Context: an optimization exercise on an open-source flow, tuned for small area. The choices shown serve that exercise and are no tape-out recipe.
In this exercise RTL edits were held to simulation tests only and were not proved equivalent to the original.
No driver is modelled on the clock port, so clock power and skew are understated where the tree is cut down; a real chip needs a root buffer or a tree.
No activity file was given, so power comes from the tool's default toggle rates.

juniper:
==> module processor, before the edit <==
module processor(control_mem, enable, clk, reset_b, data_in, data_out, memory_assign, error, control_out);
input [2:0] control_mem;
input [2:0] control_out;
input clk;
input reset_b;
input [7:0] data_in;
input enable;
output [7:0] data_out;
output memory_assign;
output [2:0] error;
reg [7:0] data_out;
reg memory_assign;
reg [2:0] error;
localparam [5:0] NOP = 6'b001_000;  
reg [7:0] a, b, c, r0, r1;
reg [5:0] prog [0:7];
reg [5:0] ir;
reg [5:0] dec;
reg [2:0] count;
reg [2:0] count_assign;
reg count_mem;
wire [1:0] e_op = data_in[7:6];
wire [1:0] e_x  = data_in[5:4];
wire [1:0] e_y  = data_in[3:2];
wire e_m0 = data_in[1];
wire e_m1 = data_in[0];
wire e_xm = e_x[1] & e_x[0];
wire e_ym = e_y[1] & e_y[0];
wire e_mov = e_op[1] | e_op[0];
wire e_legal = (e_xm == (e_op[1] & e_op[0])) & (e_ym == (e_op[1] & ~e_op[0]));
wire e_err = e_mov & ~e_legal;
wire e_fx = e_err | (e_xm ? e_m0 : e_mov);
wire e_fy = e_err | (e_ym ? e_m1 : (e_xm & e_mov));
wire [5:0] enc = {e_x & {2{~e_err}}, e_fx, e_y & {2{~e_err}}, e_fy};
wire [1:0] dx = dec[5:4];
wire fx = dec[3];
wire [1:0] dy = dec[2:1];
wire fy = dec[0];
wire xm = dx[1] & dx[0];
wire ym = dy[1] & dy[0];
wire ill = ~xm & ~ym & fy;
wire mov = ~ill & ((~xm & fx) | (xm & ~ym & fy));
wire add = ~ill & ~mov;
wire ya = ~dy[1] & ~dy[0];
wire yb = ~dy[1] &  dy[0];
wire yc =  dy[1] & ~dy[0];
wire y0 = ym & ~fy;
wire y1 = ym &  fy;
wire [7:0] ybus = ({8{ya}} & a) | ({8{yb}} & b) | ({8{yc}} & c) | ({8{y0}} & r0) | ({8{y1}} & r1);
wire xa = ~dx[1] & ~dx[0];
wire xb = ~dx[1] &  dx[0];
wire xc =  dx[1] & ~dx[0];
wire x0 = xm & ~fx;
wire x1 = xm &  fx;
wire [7:0] xbus = {8{add}} & (({8{xa}} & a) | ({8{xb}} & b) | ({8{xc}} & c) | ({8{x0}} & r0) | ({8{x1}} & r1));
wire [8:0] cy;
wire [7:0] sum;
assign cy[0] = 1'b0;
genvar gi;
generate for (gi = 0; gi < 8; gi = gi + 1) begin : add_bit
	assign sum[gi] = xbus[gi] ^ ybus[gi] ^ cy[gi];
	assign cy[gi+1] = (xbus[gi] & ybus[gi]) | (cy[gi] & (xbus[gi] ^ ybus[gi]));
end endgenerate
wire we_a  = enable & (add | (mov & xa));
wire we_b  = enable & mov & xb;
wire we_c  = enable & mov & xc;
wire we_r0 = enable & mov & x0;
wire we_r1 = enable & mov & x1;
wire [7:0] cnt_oh = 8'b1 << count;
reg [5:0] prog_rd;
integer pi;
always @(*) begin
	prog_rd = 6'b0;
	for (pi = 0; pi < 8; pi = pi + 1) prog_rd = prog_rd | ({6{cnt_oh[pi]}} & prog[pi]);
end
wire ld_a  = (control_mem == 3'd0);
wire ld_b  = (control_mem == 3'd1);
wire ld_c  = (control_mem == 3'd2);
wire ld_m  = (control_mem == 3'd3);
wire ld_p  = (control_mem == 3'd4);
function [7:0] nxt;
	input w, l;
	input [7:0] wv, q;
	nxt = ({8{w}} & wv) | ({8{~w & l}} & data_in) | ({8{~w & ~l}} & q);
endfunction
wire rw = reset_b;
always @(posedge clk) begin
	a  <= nxt(rw & we_a,  rw & ld_a, sum, a);
	b  <= nxt(rw & we_b,  rw & ld_b, ybus, b);
	c  <= nxt(rw & we_c,  rw & ld_c, ybus, c);
	r0 <= nxt(rw & we_r0, rw & ld_m & ~count_mem, ybus, r0);
	r1 <= nxt(rw & we_r1, rw & ld_m & count_mem, ybus, r1);
end
wire so_a = rw & (control_out == 3'd0);
wire so_b = rw & (control_out == 3'd1);
wire so_c = rw & (control_out == 3'd2);
always @(posedge clk)
	data_out <= ({8{so_a}} & a) | ({8{so_b}} & b) | ({8{so_c}} & c) | ({8{~rw}} & data_out);
always @(posedge clk) begin
	if (!reset_b) begin
		count <= 3'b000;
		count_assign <= 3'b000;
		count_mem <= 1'b0;
		memory_assign <= 1'b0;
		error <= 3'b000;
		ir <= NOP;
		dec <= NOP;
	end else begin
		memory_assign <= ~control_mem[2] | (control_mem[1:0] == 2'b00);
		if (ld_m) count_mem <= 1'b1;
		if (ld_p) begin
			prog[count_assign] <= enc;
			if (count_assign != 3'b100) count_assign <= {count_assign[1:0], count_assign[2] ^ (count_assign[1] | ~count_assign[0])};
		end
		if (enable) begin
			ir <= prog_rd;
			if (count != count_assign) count <= {count[1:0], count[2] ^ (count[1] | ~count[0])};
		end
		dec <= ir;
		if (enable & ill) error <= error + 3'b001;
	end
end
endmodule
Settings: LEC_CHECK=0, ABC_AREA=1, CAP_MARGIN=0, CORE_MARGIN=2, CORE_UTILIZATION=40, GPL_TIMING_DRIVEN=0, SLEW_MARGIN=0; clock period 5.0 ns.
standard.sh (not shown) runs the stock make flow with config.mk's settings and CLKGATE_MAP_FILE= SYNTH_SCRIPT=/design/flow/synth_recipe.tcl, a recipe that flattens the netlist after the stock synthesis.
==> flow/flow/run.sh <==
#!/bin/bash
# Layout flow: the standard ORFS flow with these changes.
#  1. Synthesis is synth_recipe.tcl, but ORFS's synth.tcl is sourced from a copy whose
#     ABC call uses flow/abc_area_nf.script (area-oriented &nf mapping) in place of ORFS's
#     script. Everything before ABC (including flip-flop mapping) is unchanged, so the
#     registers are the standard synthesis's.
#  2. Port buffers are sky130_fd_sc_hd__buf_1.
#  3. The clock tree is built by flow/manual_cts.tcl (ORFS's PRE_CTS_TCL hook):
#     clk port -> one clkbuf_4 -> 13 clkbuf_4, each driving a balanced k-means
#     cluster of flip-flops. The rest of ORFS's CTS step (legalisation, timing
#     repair) runs as usual.
set -euo pipefail
W=$PWD
sed 's|log_cmd abc {\*}$abc_args|lset abc_args 1 $::env(MY_ABC_SCRIPT)\n  log_cmd abc {*}$abc_args|' \
  "$FLOW_HOME/scripts/synth.tcl" > "$W/my_orfs_synth.tcl"
grep -q 'lset abc_args 1' "$W/my_orfs_synth.tcl"
sed "s|source \$::env(SCRIPTS_DIR)/synth.tcl|source $W/my_orfs_synth.tcl|" \
  "$W/synth_recipe.tcl" > "$W/my_synth.tcl"
grep -q "source $W/my_orfs_synth.tcl" "$W/my_synth.tcl"
export MY_ABC_SCRIPT="$W/flow/abc_area_nf.script"
export MCTS_LEAVES=13
export MCTS_LEAF_BUF=sky130_fd_sc_hd__clkbuf_4
export MCTS_ROOT_BUF=sky130_fd_sc_hd__clkbuf_4
bash "$W/standard.sh" finish \
  SYNTH_SCRIPT="$W/my_synth.tcl" \
  "BUFFER_PORTS_ARGS=-buffer_cell sky130_fd_sc_hd__buf_1" \
  PRE_CTS_TCL="$W/flow/manual_cts.tcl" \
  > "$W/flow_make.log" 2>&1
Other scripts of this flow, unchanged in this note and not shown: flow/flow/abc_area_nf.script, flow/flow/manual_cts.tcl
The inputs of tundra differ from those of juniper as listed below.
--- a/flow/design.v
+++ b/flow/design.v
@@ -13,5 +13,6 @@
 reg [2:0] error;
 localparam [5:0] NOP = 6'b001_000;  
-reg [7:0] a, b, c, r0, r1;
+reg [7:0] a_n, b_n, c_n, r0_n, r1_n;  
+wire [7:0] a = ~a_n, b = ~b_n, c = ~c_n, r0 = ~r0_n, r1 = ~r1_n;
 reg [5:0] prog [0:7];
 reg [5:0] ir;
@@ -86,9 +87,9 @@
 wire rw = reset_b;
 always @(posedge clk) begin
-	a  <= nxt(rw & we_a,  rw & ld_a, sum, a);
-	b  <= nxt(rw & we_b,  rw & ld_b, ybus, b);
-	c  <= nxt(rw & we_c,  rw & ld_c, ybus, c);
-	r0 <= nxt(rw & we_r0, rw & ld_m & ~count_mem, ybus, r0);
-	r1 <= nxt(rw & we_r1, rw & ld_m & count_mem, ybus, r1);
+	a_n <= ~nxt(rw & we_a,  rw & ld_a, sum, a);
+	b_n <= ~nxt(rw & we_b,  rw & ld_b, ybus, b);
+	c_n <= ~nxt(rw & we_c,  rw & ld_c, ybus, c);
+	r0_n <= ~nxt(rw & we_r0, rw & ld_m & ~count_mem, ybus, r0);
+	r1_n <= ~nxt(rw & we_r1, rw & ld_m & count_mem, ybus, r1);
 end
 wire so_a = rw & (control_out == 3'd0);
- tundra: full flow OK, the timing, design-rule and antenna checks passed
- Going from juniper to tundra, global-route total usage across every layer ~0 delta, routed wirelength normalized by instance count -about 1.8%.
- Sort juniper and tundra by fraction of power consumed by the clock network asc -> top: tundra
- Looking at juniper and tundra, the reported max-cap violation count is a wash.
- Going from juniper to tundra, synthesized cell count grows by about 3.5%.
- juniper vs tundra, cell with the largest stage delay on the worst path: nor2b_1 vs fa_1
- Post-synthesis instance area delta (tundra -> juniper): insignificant
- Summary — setup slack after layout, tundra relative to juniper: lower, by 0.013 ns.
- [compare] base=juniper new=tundra: sequential share of layout area now sits at about the same level, final critical-path required period increased by 0.013 ns relative to the old numbers, part of the total power dissipated in combinational logic went up by 7.8 points.
In every run of this note, the design's own scripts or RTL, not TritonCTS, make the clock network.

afterwards: timing with drivers on the ports:
The results above use ideal ports. As a check the final layouts listed here were re-extracted and re-timed, cells and wires unchanged. Step 1, drivers: a clkbuf_16 drives clk and a buf_2 each remaining input, both assumed. Step 2, shift: input delay + t, output delay - t, t = (earliest + latest rising clock arrival at the registers) / 2. This alone moves slack from input paths to output paths. Three values: ideal ports, drivers, drivers and shift; two values: the first two.
run | shift t [ns] | setup WS [ns] | latest minus earliest clock arrival (ns) | worst register clock-pin slew, ns | worst slew at a driven data input, ns
juniper | 0.556 | 0.347 / 0.347 / 0.347 | 0.026 / 0.027 | 0.11 / 0.11 | 0.04
tundra | 0.551 | 0.334 / 0.334 / 0.334 | 0.032 / 0.032 | 0.11 / 0.11 | 0.04
After both steps setup and hold are still met in every run listed.
